Background: an optimization exercise with open tools, aiming at small area and a short achievable clock period. Do not read the settings as production practice. No run shown here included a check of the RTL's function; only the layout flow was run. Power is estimated from default activity; no workload was simulated.

[flow/design.v]
module fa (input wire a, input wire b, input wire c, output wire s, output wire co);
    assign s = a ^ b ^ c;
    assign co = (a & b) | (a & c) | (b & c);
endmodule
module ha (input wire a, input wire b, output wire s, output wire co);
    assign s = a ^ b;
    assign co = a & b;
endmodule
module PE (
    input  wire               clk,
    input  wire               rst,
    input  wire               en,
    input  wire               mode_residual,
    input  wire signed [15:0] input_data,
    input  wire signed [15:0] weight_data,
    input  wire signed [15:0] residual_data,
    output reg  signed [15:0] output_data,
    output wire               input_sparse,
    output wire               weight_sparse,
    output wire               computation_skipped,
    output reg         [15:0] sparse_count,
    output reg         [15:0] total_count
);
    assign input_sparse  = (input_data[15:4] == 12'h000) |
                           ((input_data[15:4] == 12'hfff) & (input_data[3:0] != 4'h0));
    assign weight_sparse = (weight_data[15:4] == 12'h000) |
                           ((weight_data[15:4] == 12'hfff) & (weight_data[3:0] != 4'h0));
    assign computation_skipped = input_sparse | weight_sparse;
    wire mac = en & ~computation_skipped;
    reg  [15:0] acc;
    wire pp_0_0 = input_data[0] & weight_data[0];
    wire pp_0_1 = input_data[0] & weight_data[1];
    wire pp_0_2 = input_data[0] & weight_data[2];
    wire pp_0_3 = input_data[0] & weight_data[3];
    wire pp_0_4 = input_data[0] & weight_data[4];
    wire pp_0_5 = input_data[0] & weight_data[5];
    wire pp_0_6 = input_data[0] & weight_data[6];
    wire pp_0_7 = input_data[0] & weight_data[7];
    wire pp_0_8 = input_data[0] & weight_data[8];
    wire pp_0_9 = input_data[0] & weight_data[9];
    wire pp_0_10 = input_data[0] & weight_data[10];
    wire pp_0_11 = input_data[0] & weight_data[11];
    wire pp_0_12 = input_data[0] & weight_data[12];
    wire pp_0_13 = input_data[0] & weight_data[13];
    wire pp_0_14 = input_data[0] & weight_data[14];
    wire pp_0_15 = input_data[0] & weight_data[15];
    wire pp_1_0 = input_data[1] & weight_data[0];
    wire pp_1_1 = input_data[1] & weight_data[1];
    wire pp_1_2 = input_data[1] & weight_data[2];
    wire pp_1_3 = input_data[1] & weight_data[3];
    wire pp_1_4 = input_data[1] & weight_data[4];
    wire pp_1_5 = input_data[1] & weight_data[5];
    wire pp_1_6 = input_data[1] & weight_data[6];
    wire pp_1_7 = input_data[1] & weight_data[7];
    wire pp_1_8 = input_data[1] & weight_data[8];
    wire pp_1_9 = input_data[1] & weight_data[9];
    wire pp_1_10 = input_data[1] & weight_data[10];
    wire pp_1_11 = input_data[1] & weight_data[11];
    wire pp_1_12 = input_data[1] & weight_data[12];
    wire pp_1_13 = input_data[1] & weight_data[13];
    wire pp_1_14 = input_data[1] & weight_data[14];
    wire pp_2_0 = input_data[2] & weight_data[0];
    wire pp_2_1 = input_data[2] & weight_data[1];
    wire pp_2_2 = input_data[2] & weight_data[2];
    wire pp_2_3 = input_data[2] & weight_data[3];
    wire pp_2_4 = input_data[2] & weight_data[4];
    wire pp_2_5 = input_data[2] & weight_data[5];
    wire pp_2_6 = input_data[2] & weight_data[6];
    wire pp_2_7 = input_data[2] & weight_data[7];
    wire pp_2_8 = input_data[2] & weight_data[8];
    wire pp_2_9 = input_data[2] & weight_data[9];
    wire pp_2_10 = input_data[2] & weight_data[10];
    wire pp_2_11 = input_data[2] & weight_data[11];
    wire pp_2_12 = input_data[2] & weight_data[12];
    wire pp_2_13 = input_data[2] & weight_data[13];
    wire pp_3_0 = input_data[3] & weight_data[0];
    wire pp_3_1 = input_data[3] & weight_data[1];
    wire pp_3_2 = input_data[3] & weight_data[2];
    wire pp_3_3 = input_data[3] & weight_data[3];
    wire pp_3_4 = input_data[3] & weight_data[4];
    wire pp_3_5 = input_data[3] & weight_data[5];
    wire pp_3_6 = input_data[3] & weight_data[6];
    wire pp_3_7 = input_data[3] & weight_data[7];
    wire pp_3_8 = input_data[3] & weight_data[8];
    wire pp_3_9 = input_data[3] & weight_data[9];
    wire pp_3_10 = input_data[3] & weight_data[10];
    wire pp_3_11 = input_data[3] & weight_data[11];
    wire pp_3_12 = input_data[3] & weight_data[12];
    wire pp_4_0 = input_data[4] & weight_data[0];
    wire pp_4_1 = input_data[4] & weight_data[1];
    wire pp_4_2 = input_data[4] & weight_data[2];
    wire pp_4_3 = input_data[4] & weight_data[3];
    wire pp_4_4 = input_data[4] & weight_data[4];
    wire pp_4_5 = input_data[4] & weight_data[5];
    wire pp_4_6 = input_data[4] & weight_data[6];
    wire pp_4_7 = input_data[4] & weight_data[7];
    wire pp_4_8 = input_data[4] & weight_data[8];
    wire pp_4_9 = input_data[4] & weight_data[9];
    wire pp_4_10 = input_data[4] & weight_data[10];
    wire pp_4_11 = input_data[4] & weight_data[11];
    wire pp_5_0 = input_data[5] & weight_data[0];
    wire pp_5_1 = input_data[5] & weight_data[1];
    wire pp_5_2 = input_data[5] & weight_data[2];
    wire pp_5_3 = input_data[5] & weight_data[3];
    wire pp_5_4 = input_data[5] & weight_data[4];
    wire pp_5_5 = input_data[5] & weight_data[5];
    wire pp_5_6 = input_data[5] & weight_data[6];
    wire pp_5_7 = input_data[5] & weight_data[7];
    wire pp_5_8 = input_data[5] & weight_data[8];
    wire pp_5_9 = input_data[5] & weight_data[9];
    wire pp_5_10 = input_data[5] & weight_data[10];
    wire pp_6_0 = input_data[6] & weight_data[0];
    wire pp_6_1 = input_data[6] & weight_data[1];
    wire pp_6_2 = input_data[6] & weight_data[2];
    wire pp_6_3 = input_data[6] & weight_data[3];
    wire pp_6_4 = input_data[6] & weight_data[4];
    wire pp_6_5 = input_data[6] & weight_data[5];
    wire pp_6_6 = input_data[6] & weight_data[6];
    wire pp_6_7 = input_data[6] & weight_data[7];
    wire pp_6_8 = input_data[6] & weight_data[8];
    wire pp_6_9 = input_data[6] & weight_data[9];
    wire pp_7_0 = input_data[7] & weight_data[0];
    wire pp_7_1 = input_data[7] & weight_data[1];
    wire pp_7_2 = input_data[7] & weight_data[2];
    wire pp_7_3 = input_data[7] & weight_data[3];
    wire pp_7_4 = input_data[7] & weight_data[4];
    wire pp_7_5 = input_data[7] & weight_data[5];
    wire pp_7_6 = input_data[7] & weight_data[6];
    wire pp_7_7 = input_data[7] & weight_data[7];
    wire pp_7_8 = input_data[7] & weight_data[8];
    wire pp_8_0 = input_data[8] & weight_data[0];
    wire pp_8_1 = input_data[8] & weight_data[1];
    wire pp_8_2 = input_data[8] & weight_data[2];
    wire pp_8_3 = input_data[8] & weight_data[3];
    wire pp_8_4 = input_data[8] & weight_data[4];
    wire pp_8_5 = input_data[8] & weight_data[5];
    wire pp_8_6 = input_data[8] & weight_data[6];
    wire pp_8_7 = input_data[8] & weight_data[7];
    wire pp_9_0 = input_data[9] & weight_data[0];
    wire pp_9_1 = input_data[9] & weight_data[1];
    wire pp_9_2 = input_data[9] & weight_data[2];
    wire pp_9_3 = input_data[9] & weight_data[3];
    wire pp_9_4 = input_data[9] & weight_data[4];
    wire pp_9_5 = input_data[9] & weight_data[5];
    wire pp_9_6 = input_data[9] & weight_data[6];
    wire pp_10_0 = input_data[10] & weight_data[0];
    wire pp_10_1 = input_data[10] & weight_data[1];
    wire pp_10_2 = input_data[10] & weight_data[2];
    wire pp_10_3 = input_data[10] & weight_data[3];
    wire pp_10_4 = input_data[10] & weight_data[4];
    wire pp_10_5 = input_data[10] & weight_data[5];
    wire pp_11_0 = input_data[11] & weight_data[0];
    wire pp_11_1 = input_data[11] & weight_data[1];
    wire pp_11_2 = input_data[11] & weight_data[2];
    wire pp_11_3 = input_data[11] & weight_data[3];
    wire pp_11_4 = input_data[11] & weight_data[4];
    wire pp_12_0 = input_data[12] & weight_data[0];
    wire pp_12_1 = input_data[12] & weight_data[1];
    wire pp_12_2 = input_data[12] & weight_data[2];
    wire pp_12_3 = input_data[12] & weight_data[3];
    wire pp_13_0 = input_data[13] & weight_data[0];
    wire pp_13_1 = input_data[13] & weight_data[1];
    wire pp_13_2 = input_data[13] & weight_data[2];
    wire pp_14_0 = input_data[14] & weight_data[0];
    wire pp_14_1 = input_data[14] & weight_data[1];
    wire pp_15_0 = input_data[15] & weight_data[0];
    wire fs0, fc0;
    fa u_fa0 (.a(acc[1]), .b(pp_0_1), .c(pp_1_0), .s(fs0), .co(fc0));
    wire fs1, fc1;
    fa u_fa1 (.a(acc[2]), .b(pp_0_2), .c(pp_1_1), .s(fs1), .co(fc1));
    wire fs2, fc2;
    fa u_fa2 (.a(pp_2_0), .b(fc0), .c(fs1), .s(fs2), .co(fc2));
    wire fs3, fc3;
    fa u_fa3 (.a(acc[3]), .b(pp_0_3), .c(pp_1_2), .s(fs3), .co(fc3));
    wire fs4, fc4;
    fa u_fa4 (.a(pp_2_1), .b(pp_3_0), .c(fc1), .s(fs4), .co(fc4));
    wire fs5, fc5;
    fa u_fa5 (.a(fs3), .b(fc2), .c(fs4), .s(fs5), .co(fc5));
    wire fs6, fc6;
    fa u_fa6 (.a(acc[4]), .b(pp_0_4), .c(pp_1_3), .s(fs6), .co(fc6));
    wire fs7, fc7;
    fa u_fa7 (.a(pp_2_2), .b(pp_3_1), .c(pp_4_0), .s(fs7), .co(fc7));
    wire fs8, fc8;
    fa u_fa8 (.a(fc3), .b(fs6), .c(fs7), .s(fs8), .co(fc8));
    wire fs9, fc9;
    fa u_fa9 (.a(fc4), .b(fs8), .c(fc5), .s(fs9), .co(fc9));
    wire fs10, fc10;
    fa u_fa10 (.a(acc[5]), .b(pp_0_5), .c(pp_1_4), .s(fs10), .co(fc10));
    wire fs11, fc11;
    fa u_fa11 (.a(pp_2_3), .b(pp_3_2), .c(pp_4_1), .s(fs11), .co(fc11));
    wire fs12, fc12;
    fa u_fa12 (.a(pp_5_0), .b(fc6), .c(fc7), .s(fs12), .co(fc12));
    wire fs13, fc13;
    fa u_fa13 (.a(fs10), .b(fs11), .c(fc8), .s(fs13), .co(fc13));
    wire fs14, fc14;
    fa u_fa14 (.a(fs12), .b(fs13), .c(fc9), .s(fs14), .co(fc14));
    wire fs15, fc15;
    fa u_fa15 (.a(acc[6]), .b(pp_0_6), .c(pp_1_5), .s(fs15), .co(fc15));
    wire fs16, fc16;
    fa u_fa16 (.a(pp_2_4), .b(pp_3_3), .c(pp_4_2), .s(fs16), .co(fc16));
    wire fs17, fc17;
    fa u_fa17 (.a(pp_5_1), .b(pp_6_0), .c(fc10), .s(fs17), .co(fc17));
    wire fs18, fc18;
    fa u_fa18 (.a(fc11), .b(fs15), .c(fs16), .s(fs18), .co(fc18));
    wire fs19, fc19;
    fa u_fa19 (.a(fc12), .b(fs17), .c(fs18), .s(fs19), .co(fc19));
    wire fs20, fc20;
    fa u_fa20 (.a(fc13), .b(fs19), .c(fc14), .s(fs20), .co(fc20));
    wire fs21, fc21;
    fa u_fa21 (.a(acc[7]), .b(pp_0_7), .c(pp_1_6), .s(fs21), .co(fc21));
    wire fs22, fc22;
    fa u_fa22 (.a(pp_2_5), .b(pp_3_4), .c(pp_4_3), .s(fs22), .co(fc22));
    wire fs23, fc23;
    fa u_fa23 (.a(pp_5_2), .b(pp_6_1), .c(pp_7_0), .s(fs23), .co(fc23));
    wire fs24, fc24;
    fa u_fa24 (.a(fc15), .b(fc16), .c(fs21), .s(fs24), .co(fc24));
    wire fs25, fc25;
    fa u_fa25 (.a(fs22), .b(fs23), .c(fc17), .s(fs25), .co(fc25));
    wire fs26, fc26;
    fa u_fa26 (.a(fc18), .b(fs24), .c(fs25), .s(fs26), .co(fc26));
    wire fs27, fc27;
    fa u_fa27 (.a(fc19), .b(fs26), .c(fc20), .s(fs27), .co(fc27));
    wire fs28, fc28;
    fa u_fa28 (.a(acc[8]), .b(pp_0_8), .c(pp_1_7), .s(fs28), .co(fc28));
    wire fs29, fc29;
    fa u_fa29 (.a(pp_2_6), .b(pp_3_5), .c(pp_4_4), .s(fs29), .co(fc29));
    wire fs30, fc30;
    fa u_fa30 (.a(pp_5_3), .b(pp_6_2), .c(pp_7_1), .s(fs30), .co(fc30));
    wire fs31, fc31;
    fa u_fa31 (.a(pp_8_0), .b(fc21), .c(fc22), .s(fs31), .co(fc31));
    wire fs32, fc32;
    fa u_fa32 (.a(fc23), .b(fs28), .c(fs29), .s(fs32), .co(fc32));
    wire fs33, fc33;
    fa u_fa33 (.a(fs30), .b(fc24), .c(fs31), .s(fs33), .co(fc33));
    wire fs34, fc34;
    fa u_fa34 (.a(fs32), .b(fc25), .c(fs33), .s(fs34), .co(fc34));
    wire fs35, fc35;
    fa u_fa35 (.a(fc26), .b(fs34), .c(fc27), .s(fs35), .co(fc35));
    wire fs36, fc36;
    fa u_fa36 (.a(acc[9]), .b(pp_0_9), .c(pp_1_8), .s(fs36), .co(fc36));
    wire fs37, fc37;
    fa u_fa37 (.a(pp_2_7), .b(pp_3_6), .c(pp_4_5), .s(fs37), .co(fc37));
    wire fs38, fc38;
    fa u_fa38 (.a(pp_5_4), .b(pp_6_3), .c(pp_7_2), .s(fs38), .co(fc38));
    wire fs39, fc39;
    fa u_fa39 (.a(pp_8_1), .b(pp_9_0), .c(fc28), .s(fs39), .co(fc39));
    wire fs40, fc40;
    fa u_fa40 (.a(fc29), .b(fc30), .c(fs36), .s(fs40), .co(fc40));
    wire fs41, fc41;
    fa u_fa41 (.a(fs37), .b(fs38), .c(fc31), .s(fs41), .co(fc41));
    wire fs42, fc42;
    fa u_fa42 (.a(fc32), .b(fs39), .c(fs40), .s(fs42), .co(fc42));
    wire fs43, fc43;
    fa u_fa43 (.a(fc33), .b(fs41), .c(fs42), .s(fs43), .co(fc43));
    wire fs44, fc44;
    fa u_fa44 (.a(fc34), .b(fs43), .c(fc35), .s(fs44), .co(fc44));
    wire fs45, fc45;
    fa u_fa45 (.a(acc[10]), .b(pp_0_10), .c(pp_10_0), .s(fs45), .co(fc45));
    wire fs46, fc46;
    fa u_fa46 (.a(pp_1_9), .b(pp_2_8), .c(pp_3_7), .s(fs46), .co(fc46));
    wire fs47, fc47;
    fa u_fa47 (.a(pp_4_6), .b(pp_5_5), .c(pp_6_4), .s(fs47), .co(fc47));
    wire fs48, fc48;
    fa u_fa48 (.a(pp_7_3), .b(pp_8_2), .c(pp_9_1), .s(fs48), .co(fc48));
    wire fs49, fc49;
    fa u_fa49 (.a(fc36), .b(fc37), .c(fc38), .s(fs49), .co(fc49));
    wire fs50, fc50;
    fa u_fa50 (.a(fs45), .b(fs46), .c(fs47), .s(fs50), .co(fc50));
    wire fs51, fc51;
    fa u_fa51 (.a(fs48), .b(fc39), .c(fc40), .s(fs51), .co(fc51));
    wire fs52, fc52;
    fa u_fa52 (.a(fs49), .b(fs50), .c(fc41), .s(fs52), .co(fc52));
    wire fs53, fc53;
    fa u_fa53 (.a(fc42), .b(fs51), .c(fs52), .s(fs53), .co(fc53));
    wire fs54, fc54;
    fa u_fa54 (.a(fc43), .b(fs53), .c(fc44), .s(fs54), .co(fc54));
    wire fs55, fc55;
    fa u_fa55 (.a(acc[11]), .b(pp_0_11), .c(pp_10_1), .s(fs55), .co(fc55));
    wire fs56, fc56;
    fa u_fa56 (.a(pp_11_0), .b(pp_1_10), .c(pp_2_9), .s(fs56), .co(fc56));
    wire fs57, fc57;
    fa u_fa57 (.a(pp_3_8), .b(pp_4_7), .c(pp_5_6), .s(fs57), .co(fc57));
    wire fs58, fc58;
    fa u_fa58 (.a(pp_6_5), .b(pp_7_4), .c(pp_8_3), .s(fs58), .co(fc58));
    wire fs59, fc59;
    fa u_fa59 (.a(pp_9_2), .b(fc45), .c(fc46), .s(fs59), .co(fc59));
    wire fs60, fc60;
    fa u_fa60 (.a(fc47), .b(fc48), .c(fs55), .s(fs60), .co(fc60));
    wire fs61, fc61;
    fa u_fa61 (.a(fs56), .b(fs57), .c(fs58), .s(fs61), .co(fc61));
    wire fs62, fc62;
    fa u_fa62 (.a(fc49), .b(fc50), .c(fs59), .s(fs62), .co(fc62));
    wire fs63, fc63;
    fa u_fa63 (.a(fs60), .b(fs61), .c(fc51), .s(fs63), .co(fc63));
    wire fs64, fc64;
    fa u_fa64 (.a(fs62), .b(fc52), .c(fs63), .s(fs64), .co(fc64));
    wire fs65, fc65;
    fa u_fa65 (.a(fc53), .b(fs64), .c(fc54), .s(fs65), .co(fc65));
    wire fs66, fc66;
    fa u_fa66 (.a(acc[12]), .b(pp_0_12), .c(pp_10_2), .s(fs66), .co(fc66));
    wire fs67, fc67;
    fa u_fa67 (.a(pp_11_1), .b(pp_12_0), .c(pp_1_11), .s(fs67), .co(fc67));
    wire fs68, fc68;
    fa u_fa68 (.a(pp_2_10), .b(pp_3_9), .c(pp_4_8), .s(fs68), .co(fc68));
    wire fs69, fc69;
    fa u_fa69 (.a(pp_5_7), .b(pp_6_6), .c(pp_7_5), .s(fs69), .co(fc69));
    wire fs70, fc70;
    fa u_fa70 (.a(pp_8_4), .b(pp_9_3), .c(fc55), .s(fs70), .co(fc70));
    wire fs71, fc71;
    fa u_fa71 (.a(fc56), .b(fc57), .c(fc58), .s(fs71), .co(fc71));
    wire fs72, fc72;
    fa u_fa72 (.a(fs66), .b(fs67), .c(fs68), .s(fs72), .co(fc72));
    wire fs73, fc73;
    fa u_fa73 (.a(fs69), .b(fc59), .c(fc60), .s(fs73), .co(fc73));
    wire fs74, fc74;
    fa u_fa74 (.a(fc61), .b(fs70), .c(fs71), .s(fs74), .co(fc74));
    wire fs75, fc75;
    fa u_fa75 (.a(fs72), .b(fc62), .c(fs73), .s(fs75), .co(fc75));
    wire fs76, fc76;
    fa u_fa76 (.a(fs74), .b(fc63), .c(fs75), .s(fs76), .co(fc76));
    wire fs77, fc77;
    fa u_fa77 (.a(fc64), .b(fs76), .c(fc65), .s(fs77), .co(fc77));
    wire fs78, fc78;
    fa u_fa78 (.a(acc[13]), .b(pp_0_13), .c(pp_10_3), .s(fs78), .co(fc78));
    wire fs79, fc79;
    fa u_fa79 (.a(pp_11_2), .b(pp_12_1), .c(pp_13_0), .s(fs79), .co(fc79));
    wire fs80, fc80;
    fa u_fa80 (.a(pp_1_12), .b(pp_2_11), .c(pp_3_10), .s(fs80), .co(fc80));
    wire fs81, fc81;
    fa u_fa81 (.a(pp_4_9), .b(pp_5_8), .c(pp_6_7), .s(fs81), .co(fc81));
    wire fs82, fc82;
    fa u_fa82 (.a(pp_7_6), .b(pp_8_5), .c(pp_9_4), .s(fs82), .co(fc82));
    wire fs83, fc83;
    fa u_fa83 (.a(fc66), .b(fc67), .c(fc68), .s(fs83), .co(fc83));
    wire fs84, fc84;
    fa u_fa84 (.a(fc69), .b(fs78), .c(fs79), .s(fs84), .co(fc84));
    wire fs85, fc85;
    fa u_fa85 (.a(fs80), .b(fs81), .c(fs82), .s(fs85), .co(fc85));
    wire fs86, fc86;
    fa u_fa86 (.a(fc70), .b(fc71), .c(fc72), .s(fs86), .co(fc86));
    wire fs87, fc87;
    fa u_fa87 (.a(fs83), .b(fs84), .c(fs85), .s(fs87), .co(fc87));
    wire fs88, fc88;
    fa u_fa88 (.a(fc73), .b(fc74), .c(fs86), .s(fs88), .co(fc88));
    wire fs89, fc89;
    fa u_fa89 (.a(fs87), .b(fc75), .c(fs88), .s(fs89), .co(fc89));
    wire fs90, fc90;
    fa u_fa90 (.a(fc76), .b(fs89), .c(fc77), .s(fs90), .co(fc90));
    wire fs91, fc91;
    fa u_fa91 (.a(acc[14]), .b(pp_0_14), .c(pp_10_4), .s(fs91), .co(fc91));
    wire fs92, fc92;
    fa u_fa92 (.a(pp_11_3), .b(pp_12_2), .c(pp_13_1), .s(fs92), .co(fc92));
    wire fs93, fc93;
    fa u_fa93 (.a(pp_14_0), .b(pp_1_13), .c(pp_2_12), .s(fs93), .co(fc93));
    wire fs94, fc94;
    fa u_fa94 (.a(pp_3_11), .b(pp_4_10), .c(pp_5_9), .s(fs94), .co(fc94));
    wire fs95, fc95;
    fa u_fa95 (.a(pp_6_8), .b(pp_7_7), .c(pp_8_6), .s(fs95), .co(fc95));
    wire fs96, fc96;
    fa u_fa96 (.a(pp_9_5), .b(fc78), .c(fc79), .s(fs96), .co(fc96));
    wire fs97, fc97;
    fa u_fa97 (.a(fc80), .b(fc81), .c(fc82), .s(fs97), .co(fc97));
    wire fs98, fc98;
    fa u_fa98 (.a(fs91), .b(fs92), .c(fs93), .s(fs98), .co(fc98));
    wire fs99, fc99;
    fa u_fa99 (.a(fs94), .b(fs95), .c(fc83), .s(fs99), .co(fc99));
    wire fs100, fc100;
    fa u_fa100 (.a(fc84), .b(fc85), .c(fs96), .s(fs100), .co(fc100));
    wire fs101, fc101;
    fa u_fa101 (.a(fs97), .b(fs98), .c(fc86), .s(fs101), .co(fc101));
    wire fs102, fc102;
    fa u_fa102 (.a(fs99), .b(fc87), .c(fs100), .s(fs102), .co(fc102));
    wire fs103, fc103;
    fa u_fa103 (.a(fc88), .b(fs101), .c(fs102), .s(fs103), .co(fc103));
    wire fs104, fc104;
    fa u_fa104 (.a(fc89), .b(fs103), .c(fc90), .s(fs104), .co(fc104));
    wire fs105 = acc[15] ^ pp_0_15 ^ pp_10_5;
    wire fs106 = pp_11_4 ^ pp_12_3 ^ pp_13_2;
    wire fs107 = pp_14_1 ^ pp_15_0 ^ pp_1_14;
    wire fs108 = pp_2_13 ^ pp_3_12 ^ pp_4_11;
    wire fs109 = pp_5_10 ^ pp_6_9 ^ pp_7_8;
    wire fs110 = pp_8_7 ^ pp_9_6 ^ fc91;
    wire fs111 = fc92 ^ fc93 ^ fc94;
    wire fs112 = fc95 ^ fs105 ^ fs106;
    wire fs113 = fs107 ^ fs108 ^ fs109;
    wire fs114 = fc96 ^ fc97 ^ fc98;
    wire fs115 = fs110 ^ fs111 ^ fs112;
    wire fs116 = fs113 ^ fc99 ^ fc100;
    wire fs117 = fs114 ^ fs115 ^ fc101;
    wire fs118 = fc102 ^ fs116 ^ fs117;
    wire fs119 = fc103 ^ fs118 ^ fc104;
    wire [15:0] row0 = {fs119, fs104, fs90, fs77, fs65, fs54, fs44, fs35, fs27, fs20, fs14, fs9, fs5, fs2, fs0, acc[0]};
    wire [15:0] row1 = {1'b0, 1'b0, 1'b0, 1'b0, 1'b0, 1'b0, 1'b0, 1'b0, 1'b0, 1'b0, 1'b0, 1'b0, 1'b0, 1'b0, 1'b0, pp_0_0};
    wire [15:0] acc_nx = row0 + row1;
    always @(posedge clk or posedge rst) begin
        if (rst) begin
            acc <= 16'd0;
            output_data <= 16'd0;
            sparse_count <= 16'd0;
            total_count <= 16'd0;
        end else begin
            total_count  <= total_count + {15'd0, en};
            sparse_count <= sparse_count + {15'd0, en & computation_skipped};
            if (mac) acc <= acc_nx;
            if (en) output_data <= acc + (mode_residual ? residual_data : 16'd0);
        end
    end
endmodule
[flow/run.sh]
#!/bin/bash
# synth_recipe.tcl (not shown) runs the flow's synth.tcl, then flattens the netlist and writes it again
# the make line also repeats each setting of config.mk as NAME=value (left out here)
make -C /OpenROAD-flow-scripts/flow DESIGN_CONFIG=/design/flow/config.mk WORK_HOME=/design/flow/orfs CLKGATE_MAP_FILE= SYNTH_SCRIPT=/design/flow/synth_recipe.tcl finish
[flow/config.mk]
export PLATFORM = sky130hd
export DESIGN_NAME = PE
export DESIGN_NICKNAME = PE
export VERILOG_FILES = /design/flow/design.v
export SDC_FILE = /design/flow/constraint.sdc
export NUM_CORES = 4
export LEC_CHECK = 0
export CAP_MARGIN = 20
export CORE_MARGIN = 2
export CORE_UTILIZATION = 40
export PLACE_DENSITY = 0.6
export SLEW_MARGIN = 20
export SYNTH_HIERARCHICAL = 1
export SYNTH_MINIMUM_KEEP_SIZE = 0
[flow/constraint.sdc]
create_clock -name core_clock -period 8.0 [get_ports {clk}]
set_input_delay 1.6000 -clock core_clock [delete_from_list [all_inputs] [get_ports {clk}]]
set_output_delay 1.6000 -clock core_clock [all_outputs]
set_load 0.01 [all_outputs]
==> results of run 1 <==
-- kinds of logic (layout without fill, tap and decap cells) --
logic type	count (synthesis)	in the layout
DFF	64	64
AOI/OAI and AO/OA	59	59
and+or+nand+nor	266	266
buffers and inverters	33	159
xor gates and xnor gates	85	85
adders and majority gates	127	127
muxes	13	13
-- power by group through the flow --
stage	logic, µW	registers, µW	clock network, µW
6_report	2920	542	428
5_1_grt	3290	561	458
4_1_cts	2970	548	441
3_5_place_dp	2900	551	0
3_3_place_gp	2860	549	0
2_1_floorplan	2150	548	0
-- modules after synthesis (local to each module, per instance) --
module	cell area [µm²]	copies in the design	flops+latches
PE	4780	1	64
fa	20.0	105	0
-- routing by layer --
metal	wire length [µm]	track usage (%)	share of wire, %
met1	7410	27.3	41
met2	9410	37.1	52
met3	796	3.74	4.4
met4	497	6.89	2.7
met5	0	0	0
-- how the worst max path moves through the flow --
| stage | depth (start not counted) | slack [ns] | to |
|---|---|---|---|
| 2_1_floorplan | 23 | 0.008 | acc[15] |
| 3_3_place_gp | 23 | -0.61 | acc[15] |
| 3_5_place_dp | 23 | -0.64 | acc[15] |
| 4_1_cts | 23 | -0.02 | acc[15] |
| 5_1_grt | 22 | 0.01 | acc[15] |
| 6_report | 22 | 0.21 | acc[15] |
-- repair_timing --
item / in CTS / in global routing
hold endpoints to repair: 0 / 0
pin swaps: 24 / 21
endpoints found under the setup margin: 1 / 1
resized for setup: 38 / 3
-- stage by stage --
stage,instances,utilization (%)
floorplan,647,-
global placement,977,49.8
detailed placement,977,49.8
CTS,993,52.0
global route,993,52.0
finish,993,52.0
-- area by class of cell --
class	count	area share [%]
multi-input combinational	550	59.7
sequential	64	18.5
timing repair buffer	133	14.4
tap	220	3.17
clock buffer	12	2.96
clock inverter	4	0.880
inverter	10	0.433
-- sequential cells by signal, indices dropped and copies added (netlist names) --
name          cells
acc              16
output_data      16
total_count      16
sparse_count     16
-- cells in the final DEF, fill, tap and decap left out, types with 7 or more instances in the layout --
cell,Yosys,layout
nor4_1,13,13
nor2_1,31,31
o21ai_0,7,7
and2_1,136,134
clkbuf_16,0,9
and3_1,10,10
dfrtp_1,64,64
inv_1,10,9
ha_1,21,21
a21oi_1,27,27
mux2_2,12,12
xnor2_1,60,59
nand4_1,11,11
xor2_1,25,25
a21o_1,9,9
clkdlybuf4s50_1,0,92
fa_2,0,16
nand3_1,17,17
buf_4,1,29
fa_1,106,90
nand2_1,35,35
==> flow_summary_export.csv, run 1 <==
group,metric,value,unit
sta,worst_pin_slew,0.848,ns
final_layout,fin_nets,947,
route,wl,18100,µm
logic_synthesis,synth_top_cell_by_area,"fa_1",
final_layout,multiInputGateArea,0.00518,mm²
logic_synthesis,synthXorXnorAreaFrac,10.8,%
logic_synthesis,syn_area,0.00688,mm²
status,outcome,"timing/DRC/antenna clean",
sta,setup_violations,0,
final_layout,diodes,0,
sta,finalCritPeriodShare,97.4,%
final_layout,fillers,1543,
logic_synthesis,synthMuxAreaShare,2.13,%
setup_path,cp_slowest_cell,"fa_1",
grt,grt_pass1_wl,29900,µm
grt,grt_overflow,0,
power,power.density,448,mW/mm²
setup_path,endpoint_kind,"flop",
placement,io_buffer_count,102,
power,p_sw,1590,µW
power,power.total,3890,µW
min_path,min_path_cells,1,
setup_path,rr_worst_depth,21,
logic_synthesis,synth_top_family_by_area,"adder cells",
cts,clock_sinks,64,
power,p_int,2300,µW
grt,antenna_found_initial,0,
floorplanning,die_x,135,µm
floorplanning,io_pins,103,
route,post_drt_wl_per_cell,18.2,µm
min_path,worstHoldStart,"total_count[15]",
setup_path,path_cells,"dlygate4sd2_1 > and2_1 > fa_1 > fa_2 > fa_2 > fa_2 > fa_2 > fa_2 > fa_2 > fa_2 > fa_2 > fa_2 > fa_2 > fa_2 > fa_2 > xnor2_2 > xnor2_1 > xnor2_1 > xnor2_1 > xnor2_1 > xnor2_1 > a21oi_1",
setup_path,path_common_cell,"fa_2",
sta,fmax,0.128,GHz
placement,placed_cell_area,0.00832,mm²
grt,grt_use_total,21.4,%
route,route.detailed.drc,0,
logic_synthesis,synth_edf_count,0,
floorplanning,core_area,0.0167,mm²
sta,fin_tns_setup,0,ns
setup_path,critical_path_class,"in -> reg",
flow_run,maxCapViolations,0,
logic_synthesis,yosysMostFrequentCell,"and2_1",
sta,finalMaxSlewViolations,0,
power,peakVddDrop,0.499,mV
setup_path,path_buf_inv,1,
placement,dp_slack,-0.644,ns
cts,cts.clk_slew.worst_paths,0.05,ns
power,p_seq_share,13.9,%
power,p_comb_share,75.1,%
logic_synthesis,syn_avg_cell_area,10.6,µm²
cts,cts_max_level,3,
sta,rsz0062_at_grt,"false",
cts,cts_max_path_buffers,2,
grt,grt_max_degree,65,
logic_synthesis,synth_fa_ha_area_share,34.7,%
route,ant_nets,0,
logic_synthesis,synth_seq_cells,64,
setup_path,crit_family,"adder cells",
logic_synthesis,yosys_warnings,7,
setup_path,cp.arrival,7.99,ns
setup_path,rr_startpoint,"acc[2]",
route,dr.pass1.iters,5,
floorplanning,rows,47,
setup_path,setup.worst_path.start,"weight_data[4]",
logic_synthesis,synth_top_area_share,30.8,%
logic_synthesis,ys.flop_type,"dfrtp_1",
setup_path,crit_fanout,4,
power,power_leakage,0.00370,µW
logic_synthesis,synth_cell_types,41,
final_layout,layout-drive-gt1-share,11.8,%
placement,gp_congestion,0.882,
sta,skew,0.00563,ns
logic_synthesis,syn_inst,647,
route,routed_via_density,5.14,
cts,root_buffer,"clkbuf_16",
logic_synthesis,yosys.area_share.simple,21.6,%
floorplanning,die_y,135,µm
placement,hpwl,14600,µm
grt,grt_pass1_vias,5743,
power,sw_frac_of_total,40.8,%
logic_synthesis,seq_area_frac_synth,23.3,%
logic_synthesis,synth_compound_area_share,5.31,%
cts,cts_setup_buffers,0,
sta,relSlewSlack,43.3,%
cts,cts-hold-fix-buffers,0,
min_path,hold_class,"reg -> reg",
final_layout,regArea,0.00160,mm²
sta,fin_hold_ws,0.467,ns
setup_path,r2r-end,"acc[15]",
setup_path,cpPeakStageDelay,0.51,ns
setup_path,cp.required,8.20,ns
logic_synthesis,synthTopCellsByArea,"fa_1 31%, dfrtp_1 23%, and2_1 12%",
logic_synthesis,syn-num-nets,826,
cts,cts_buffers,9,
logic_synthesis,yosys-top-cells-count,"136 x and2_1, 106 x fa_1, 64 x dfrtp_1",
cts,clock_latency,0.33,ns
sta,final-hold-violation-count,0,
setup_path,ff2ff_setup_slack,1.31,ns
logic_synthesis,synthArstFlopShare,100,%
setup_path,startpoint_type,"primary input",
floorplanning,die_area,0.0183,mm²
final_layout,syn_to_final_growth,26.1,%
route,vias,5107,
power,clockPowerShare,11.0,%
cts,cts_tree,"done",
min_path,whs_endpoint,"total_count[15]",
sta,post-route-min-period,7.79,ns
sta,setup_slack,0.206,ns
floorplanning,initial_core_util,41.2,%
route,detail_route.iter0.violations,308,
final_layout,final_cell_area,0.00868,mm²
==> inputs of run 2 (changes only) <==
--- a/flow/design.v
+++ b/flow/design.v
@@ -391,7 +391,65 @@
     wire fs119 = fc103 ^ fs118 ^ fc104;
     wire [15:0] row0 = {fs119, fs104, fs90, fs77, fs65, fs54, fs44, fs35, fs27, fs20, fs14, fs9, fs5, fs2, fs0, acc[0]};
     wire [15:0] row1 = {1'b0, 1'b0, 1'b0, 1'b0, 1'b0, 1'b0, 1'b0, 1'b0, 1'b0, 1'b0, 1'b0, 1'b0, 1'b0, 1'b0, 1'b0, pp_0_0};
-    wire [15:0] acc_nx = row0 + row1;
+    wire [15:0] g0 = row0 & row1;
+    wire [15:0] p0 = row0 ^ row1;
+    wire G0_1 = g0[1] | (p0[1] & g0[0]);
+    wire P0_1 = p0[1] & p0[0];
+    wire G0_3 = g0[3] | (p0[3] & g0[2]);
+    wire P0_3 = p0[3] & p0[2];
+    wire G0_5 = g0[5] | (p0[5] & g0[4]);
+    wire P0_5 = p0[5] & p0[4];
+    wire G0_7 = g0[7] | (p0[7] & g0[6]);
+    wire P0_7 = p0[7] & p0[6];
+    wire G0_9 = g0[9] | (p0[9] & g0[8]);
+    wire P0_9 = p0[9] & p0[8];
+    wire G0_11 = g0[11] | (p0[11] & g0[10]);
+    wire P0_11 = p0[11] & p0[10];
+    wire G0_13 = g0[13] | (p0[13] & g0[12]);
+    wire P0_13 = p0[13] & p0[12];
+    wire G1_2 = g0[2] | (p0[2] & G0_1);
+    wire P1_2 = p0[2] & P0_1;
+    wire G1_3 = G0_3 | (P0_3 & G0_1);
+    wire P1_3 = P0_3 & P0_1;
+    wire G1_6 = g0[6] | (p0[6] & G0_5);
+    wire P1_6 = p0[6] & P0_5;
+    wire G1_7 = G0_7 | (P0_7 & G0_5);
+    wire P1_7 = P0_7 & P0_5;
+    wire G1_10 = g0[10] | (p0[10] & G0_9);
+    wire P1_10 = p0[10] & P0_9;
+    wire G1_11 = G0_11 | (P0_11 & G0_9);
+    wire P1_11 = P0_11 & P0_9;
+    wire G1_14 = g0[14] | (p0[14] & G0_13);
+    wire P1_14 = p0[14] & P0_13;
+    wire G2_4 = g0[4] | (p0[4] & G1_3);
+    wire P2_4 = p0[4] & P1_3;
+    wire G2_5 = G0_5 | (P0_5 & G1_3);
+    wire P2_5 = P0_5 & P1_3;
+    wire G2_6 = G1_6 | (P1_6 & G1_3);
+    wire P2_6 = P1_6 & P1_3;
+    wire G2_7 = G1_7 | (P1_7 & G1_3);
+    wire P2_7 = P1_7 & P1_3;
+    wire G2_12 = g0[12] | (p0[12] & G1_11);
+    wire P2_12 = p0[12] & P1_11;
+    wire G2_13 = G0_13 | (P0_13 & G1_11);
+    wire P2_13 = P0_13 & P1_11;
+    wire G2_14 = G1_14 | (P1_14 & G1_11);
+    wire P2_14 = P1_14 & P1_11;
+    wire G3_8 = g0[8] | (p0[8] & G2_7);
+    wire P3_8 = p0[8] & P2_7;
+    wire G3_9 = G0_9 | (P0_9 & G2_7);
+    wire P3_9 = P0_9 & P2_7;
+    wire G3_10 = G1_10 | (P1_10 & G2_7);
+    wire P3_10 = P1_10 & P2_7;
+    wire G3_11 = G1_11 | (P1_11 & G2_7);
+    wire P3_11 = P1_11 & P2_7;
+    wire G3_12 = G2_12 | (P2_12 & G2_7);
+    wire P3_12 = P2_12 & P2_7;
+    wire G3_13 = G2_13 | (P2_13 & G2_7);
+    wire P3_13 = P2_13 & P2_7;
+    wire G3_14 = G2_14 | (P2_14 & G2_7);
+    wire P3_14 = P2_14 & P2_7;
+    wire [15:0] acc_nx = {p0[15] ^ G3_14, p0[14] ^ G3_13, p0[13] ^ G3_12, p0[12] ^ G3_11, p0[11] ^ G3_10, p0[10] ^ G3_9, p0[9] ^ G3_8, p0[8] ^ G2_7, p0[7] ^ G2_6, p0[6] ^ G2_5, p0[5] ^ G2_4, p0[4] ^ G1_3, p0[3] ^ G1_2, p0[2] ^ G0_1, p0[1] ^ g0[0], p0[0]};
     always @(posedge clk or posedge rst) begin
         if (rst) begin
             acc <= 16'd0;
==> run 2 against run 1 <==
- largest cell class unchanged
- highest routed layer unchanged
- sequential cell count unchanged
- die area down 0.51%
- non-clock buffer count up 5
- design area up 0.37%
- core utilization up 0.38 points
- sequential share of layout area down 0.069 points
- via count up 0.12%
==> flow_summary_export.csv, run 2 <==
group,metric,value,unit
min_path,whs_endpoint,"sparse_count[15]",
route,route.detailed.drc,0,
route,wl,18300,µm
logic_synthesis,ys.flop_type,"dfrtp_1",
cts,cts.clk_slew.worst_paths,0.05,ns
setup_path,startpoint_type,"primary input",
cts,root_buffer,"clkbuf_16",
cts,clock_sinks,64,
floorplanning,rows,47,
setup_path,path_cells,"dlygate4sd2_1 > buf_6 > and2_1 > fa_1 > fa_2 > fa_2 > fa_2 > fa_2 > fa_2 > fa_2 > fa_2 > fa_2 > fa_2 > fa_2 > fa_2 > fa_2 > xnor2_2 > xnor2_1 > xnor2_1 > xnor2_1 > xnor3_1 > a21oi_2",
cts,cts_max_level,3,
setup_path,cpPeakStageDelay,0.56,ns
floorplanning,die_y,135,µm
min_path,min_path_cells,1,
min_path,worstHoldStart,"sparse_count[15]",
logic_synthesis,synth_cell_types,36,
logic_synthesis,seq_area_frac_synth,23.4,%
logic_synthesis,yosys_warnings,7,
logic_synthesis,syn_inst,635,
grt,grt_max_degree,65,
final_layout,layout-drive-gt1-share,12.2,%
logic_synthesis,synth_top_area_share,31.0,%
final_layout,layout_common_cells,"140 x and2_1, 93 x clkdlybuf4s50_1, 90 x fa_1",
logic_synthesis,syn_avg_cell_area,10.8,µm²
setup_path,ff2ff_setup_slack,1.43,ns
cts,cts-hold-fix-buffers,0,
logic_synthesis,synth_edf_count,0,
flow_run,maxCapViolations,0,
setup_path,cp.required,8.26,ns
sta,relSlewSlack,37.3,%
cts,clock_latency,0.33,ns
final_layout,instances_no_fill,986,
placement,dpl.cell_count,969,
setup_path,path_common_cell,"fa_2",
sta,fin_tns_setup,0,ns
sta,setup_violations,0,
floorplanning,die_x,135,µm
route,routed_via_density,5.19,
floorplanning,initial_core_util,41.1,%
setup_path,crit_fanout,14,
route,detail_route.iter0.violations,233,
setup_path,cp.arrival,8.06,ns
route,vias,5113,
route,dr.pass1.iters,5,
placement,io_buffer_count,102,
grt,grt_use_total,21.4,%
cts,cts_buffers,9,
power,peakVddDrop,0.450,mV
setup_path,r2r-end,"acc[15]",
floorplanning,io_pins,103,
grt,grt_pass1_vias,5556,
logic_synthesis,syn_area,0.00684,mm²
final_layout,fin_nets,942,
power,power.total,3940,µW
logic_synthesis,synthArstFlopShare,100,%
setup_path,rr_worst_depth,20,
placement,gp_congestion,0.964,
grt,grt_overflow,0,
setup_path,critical_path_class,"in -> reg",
sta,finalMaxSlewViolations,0,
power,power.density,452,mW/mm²
setup_path,rr_startpoint,"acc[2]",
logic_synthesis,syn-num-nets,817,
final_layout,layout_commonest_cell,"and2_1",
setup_path,endpoint_kind,"flop",
final_layout,syn_to_final_growth,27.3,%
sta,skew,0.00525,ns
route,post_drt_wl_per_cell,18.6,µm
logic_synthesis,synth_top_cell_by_area,"fa_1",
sta,post-route-min-period,7.80,ns
logic_synthesis,synthTopCellsByArea,"fa_1 31%, dfrtp_1 23%, and2_1 13%",
status,outcome,"timing/DRC/antenna clean",
floorplanning,die_area,0.0182,mm²
logic_synthesis,synth_seq_cells,64,
grt,antenna_found_initial,0,
placement,hpwl,14700,µm
floorplanning,core_area,0.0166,mm²
sta,rsz0062_at_grt,"true",
cts,cts_tree,"done",
sta,finalCritPeriodShare,97.5,%
sta,worst_pin_slew,0.940,ns
logic_synthesis,yosys-top-cells-count,"140 x and2_1, 106 x fa_1, 64 x dfrtp_1",
logic_synthesis,yosysMostFrequentCell,"and2_1",
cts,cts_max_path_buffers,2,
grt,grt_pass1_wl,29500,µm
power,power_leakage,0.00374,µW
route,ant_nets,0,
setup_path,cp_slowest_cell,"fa_1",
sta,final-hold-violation-count,0,
min_path,hold_class,"reg -> reg",
sta,fmax,0.128,GHz
run 2: changes by cell type after synthesis, sizes merged, moves of 4 or more:
| cell | before | now |
|---|---|---|
| and2 | 136 | 140 |
| nand3 | 17 | 10 |
| a21o | 9 | 5 |
| nor2 | 32 | 26 |
| xor2 | 25 | 20 |
| nand2 | 35 | 41 |
| nand4 | 11 | 15 |
| o21a | 4 | 0 |
run 2: power by group:
group / switching, µW / internal [µW]
clock network: 142 / 303
registers: 103 / 441
logic: 1340 / 1610
total: 1590 / 2350
run 2: final cells by class:
class                      count  area [µm²]
fill                        1483        7930
multi-input combinational    537        5160
sequential                    64        1600
timing repair buffer         138        1300
tap                          220         275
clock buffer                  10         229
clock inverter                 6         108
inverter                      10        37.5
antenna                        1        2.50
run 2: worst max-delay path, delay by kind of cell:
kind,cells,cell delay [ns]
adder cells (fa/ha/maj),13,4.82
XOR/XNOR,5,0.86
buffers and inverters,2,0.43
AND/OR/NAND/NOR,1,0.17
AO/OA/AOI/OAI,1,0.14
run 2: how the worst max path moves through the flow:
stage / cells after the start / slack, ns / startpoint / to
finish: 22 / 0.20 / weight_data[2] / acc[15]
global route: 21 / -0.06 / weight_data[4] / acc[15]
CTS: 21 / 0.02 / input_data[2] / acc[15]
detailed placement: 22 / -0.75 / input_data[0] / acc[15]
global placement: 22 / -0.68 / input_data[0] / acc[15]
floorplan: 22 / 0.02 / weight_data[2] / acc[15]
run 2: cells by family after synthesis:
group                      share of synthesized area, %
and+or+nand+nor                                    21.0
adders and majority gates                          35.4
xor gates and xnor gates                           10.8
DFF                                                23.4
AOI/OAI and AO/OA                                  4.75
buffers and inverters                              1.96
muxes                                              2.63
run 2: what timing repair did:
action                     4_1_cts  5_1_grt
buffers inserted                 0        0
gates resized for setup         14       10
setup endpoints to repair        2        1
pin swaps                        3        4
run 2: layer usage:
| metal | up-vias | wire length (µm) | GRT usage [%] |
|---|---|---|---|
| met5 | - | 0 | 0 |
| met4 | 0 | 478 | 7.78 |
| met3 | 30 | 847 | 3.23 |
| met2 | 161 | 9350 | 36.2 |
| met1 | 2604 | 7630 | 27.9 |
| li1 | 2318 | - | - |
run 2: through the flow:
step                cell area (µm²)  util (%)  hold slack (ns)  setup slack [ns]
finish                         8710      52.3            0.471             0.196
global route                   8710      52.3            0.496           -0.0581
CTS                            8680      52.1            0.473            0.0249
detailed placement             8340      50.1            0.466            -0.747
global placement               8340      50.1            0.461            -0.685
floorplan                      6870         -            0.508            0.0193
run 2: modules after synthesis (local to each module, per instance):
module,cells inside,cell area [µm²],flops+latches
PE,530,4740,64
fa,1,20.0,0

[afterwards: timing with drivers on the ports]
The flow's constraints put no driver on any port. The routed layouts listed below were extracted and timed again, unchanged, in two steps.
Step 1, drivers: a clkbuf_16 drives clk and a buf_2 each remaining input, both assumed.
Step 2 adds t to the input delays and takes it off the output delays; t is the mean of the earliest and latest rising clock arrival at the registers after step 1. Input paths then give back, and output paths get back, about the clock's delay inside the block.
Slacks: ideal / step 1 / step 2; pairs: ideal / step 1.
run	t (ns)	slack for setup (ns)	hold WS [ns]	worst setup path at the end	slew at the worst register clock pin (ns)
run 1	0.363	0.206 / 0.224 / -0.139	0.467 / 0.467 / 0.467	input to register	0.05 / 0.05
run 2	0.368	0.196 / 0.214 / -0.155	0.471 / 0.471 / 0.471	input to register	0.06 / 0.06
Met with ideal ports but missed after step 2: setup timing in run 1 and run 2. The setup slack of run 2, which loses most, moves by +0.018 ns with the drivers and by -0.351 ns with both steps.
